Background: an optimization exercise with open tools, aiming at small area. Do not read the settings as production practice.
Function was checked by simulation only, so behaviour that the tests miss may differ from the original.
Power figures rest on the tool's default switching activity, not on a simulated workload. No driver is modelled on the clock port, so clocking that relies on it looks cheaper here than on a real chip.

// top
module top(clk, rst_n, in, valid_in, last_in, out, valid_out, last_out, ready);
	input wire clk, rst_n;
	input wire [32-1:0] in;
	input wire valid_in, last_in;
	output wire [32-1:0] out;
	output wire valid_out, last_out;
	output wire ready;
	reg busy;		 
	reg [4:0] n;		 
	reg [5:0] oc;		 
	reg ta, la;		 
	reg [32-1:0] xa;	 
	wire take = busy & valid_in;
	wire shift = ta | valid_out;
	wire [4:0] nb = ta ? n : 5'd0;
	assign ready = take;
	assign valid_out = (oc >= 6'd5);
	assign last_out = (oc == 6'd36);
always @(posedge clk) begin
	if (!rst_n) begin
		busy <= 1'b0;
		n <= 5'd0;
		oc <= 6'd0;
		ta <= 1'b0;
	end else begin
		if (!busy & valid_in)
			busy <= 1'b1;
		else if (ta & la)
			busy <= 1'b0;
		if (ta)
			n <= la ? 5'd0 : n + 5'd1;
		if (take & last_in)
			oc <= 6'd1;
		else if (oc == 6'd36)
			oc <= 6'd0;
		else if (oc != 6'd0)
			oc <= oc + 6'd1;
		ta <= take;
	end
end
	function cmp16;
		input [15:0] a, b;
		input c;
		integer k;
		reg r;
		begin
			r = c;
			for (k = 0; k < 16; k = k + 1)
				r = (a[k] & ~b[k]) | ((a[k] | ~b[k]) & r);
			cmp16 = r;
		end
	endfunction
	reg p;
always @(posedge clk) begin
	if (!rst_n)
		p <= 1'b0;
	else
		p <= ~p;
end
always @(posedge clk) begin
	la <= last_in;
	xa <= in ^ {32{~p}};
end
	wire [15:0] inp = in[15:0] ^ {16{p}};	 
	wire x0 = cmp16(xa[15:0], inp, ~p);
	reg [32-1:0] q0;			 
	reg [32-1:0] q [1:31];		 
	wire [32-1:0] qo [0:31];		 
	reg [31:0] r0;		 
	wire [31:0] c0, ge, h, s, l;
	genvar i, j;
	generate
		for (i = 0; i < 32; i = i + 1) begin : g_cell
			wire [32-1:0] d;
			assign c0[i] = cmp16(qo[i][15:0], inp, ~p);
			assign ge[i] = (i >= nb) | (p ^ cmp16(qo[i][31:16], xa[31:16], ~r0[i]));
			assign h[i] = ~(shift & ge[i]);
			if (i == 0) begin : b0
				assign s[0] = 1'b0;
  ...
Size in the first run: about 3900 cells after synthesis, roughly 1100 flip-flops, ~45000 um^2 of cells after synthesis.
clock: 8.0 ns
lec_check: 0
cap_margin: 10
core_margin: 2
core_utilization: 70
slew_margin: 10
standard.sh (not shown) runs the stock make flow with config.mk's settings and CLKGATE_MAP_FILE= SYNTH_SCRIPT=/design/flow/synth_recipe.tcl, a recipe that flattens the netlist after the stock synthesis.
==> flow/flow/run.sh <==
#!/bin/bash
# Layout flow: the standard flow, except that synthesis maps the logic with
# an area-oriented ABC script (flow/area.abc) instead of ORFS's speed script,
# and the clock tree uses fewer, smaller buffers.
# Registers are untouched: synthesis is synth_recipe.tcl as given, with only the
# script argument of its abc call replaced and two small modules kept apart
# until its final flatten.
set -euo pipefail
WORK=$(pwd)
{
	echo "proc abc {args} {"
	echo "  set i [lsearch -exact \$args -script]"
	echo "  if {\$i >= 0} { set args [lreplace \$args [expr {\$i + 1}] [expr {\$i + 1}] {$WORK/flow/area.abc}] }"
	echo "  yosys abc {*}\$args"
	echo "}"
	cat "$WORK/synth_recipe.tcl"
} > "$WORK/own_synth.tcl"
# synthesis with the area script
sed "s#SYNTH_SCRIPT=[^ ]*synth_recipe.tcl#SYNTH_SCRIPT=$WORK/own_synth.tcl#" standard.sh > own_synth.sh
# with each storage bit's and-or-invert (modules aoi222, aoi22 in top.v) mapped
# on its own, then flattened as synth_recipe.tcl does
SYNTH_KEEP_MODULES="aoi222 aoi22" bash own_synth.sh synth > "$WORK/synth.log" 2>&1
# the rest of the standard flow; clock tree with large clusters of flip-flops
# on clkbuf_16 leaves and no dummy loads
export CTS_ARGS="-sink_clustering_enable -repair_clock_nets -sink_clustering_size 30 -sink_clustering_max_diameter 100 -buf_list sky130_fd_sc_hd__clkbuf_16 -dont_use_dummy_load"
# every port still gets its own buffer, of the platform's smallest buffer cell
export BUFFER_PORTS_ARGS="-buffer_cell sky130_fd_sc_hd__buf_1"
bash standard.sh > "$WORK/layout.log" 2>&1
==> flow/flow/area.abc <==
&get -n
&st
&dch -f
&nf -R 1000
&st
&dch -f
&nf -R 1000
&st
&dch -f
&nf -R 1000
&put
topo
stime -c
==> next run, changes <==
Settings changed: CAP_MARGIN 10 to 0, SLEW_MARGIN 10 to 0.
What happened:
- The new run went through all stages and came out clean
- maximum frequency hardly moves
- final area barely changes
- cell count stays the same
- worst setup slack barely changes
- first-iteration DRC count decreases by a few percent
- clock power hardly moves
- via count went down slightly
- wire length stays flat
- global-route usage stays the same
- utilization is about the same
- total power barely changes

## re-timing with driven ports
The flow's constraints put no driver on any port. The routed layouts listed below were extracted and timed again, unchanged, in two steps. Step 1 sets driving cells, clkbuf_16 on the clock port and buf_2 on the other inputs (assumed; they add their load-dependent delay and slew). Step 2 moves the port delays by t, midway between the first and last clock arrival at a register: inputs arrive t later, outputs are due t later. That takes back most of the time a late clock gives input paths. a / b / c = ideal / step 1 / step 2; a / b = the first two.
run | t, ns | slack for setup (ns) | clock arrival spread, ns | cell pins on the clock port's net
the first run | 0.689 | 0.735 / 0.779 / 0.090 | 0.036 / 0.036 | 1
the second run | 0.687 | 0.732 / 0.773 / 0.086 | 0.038 / 0.038 | 1
After both steps setup and hold are still met in every run listed. For the second run, which loses most, drivers alone change the setup slack by +0.041 ns; drivers and shift together by -0.646 ns.
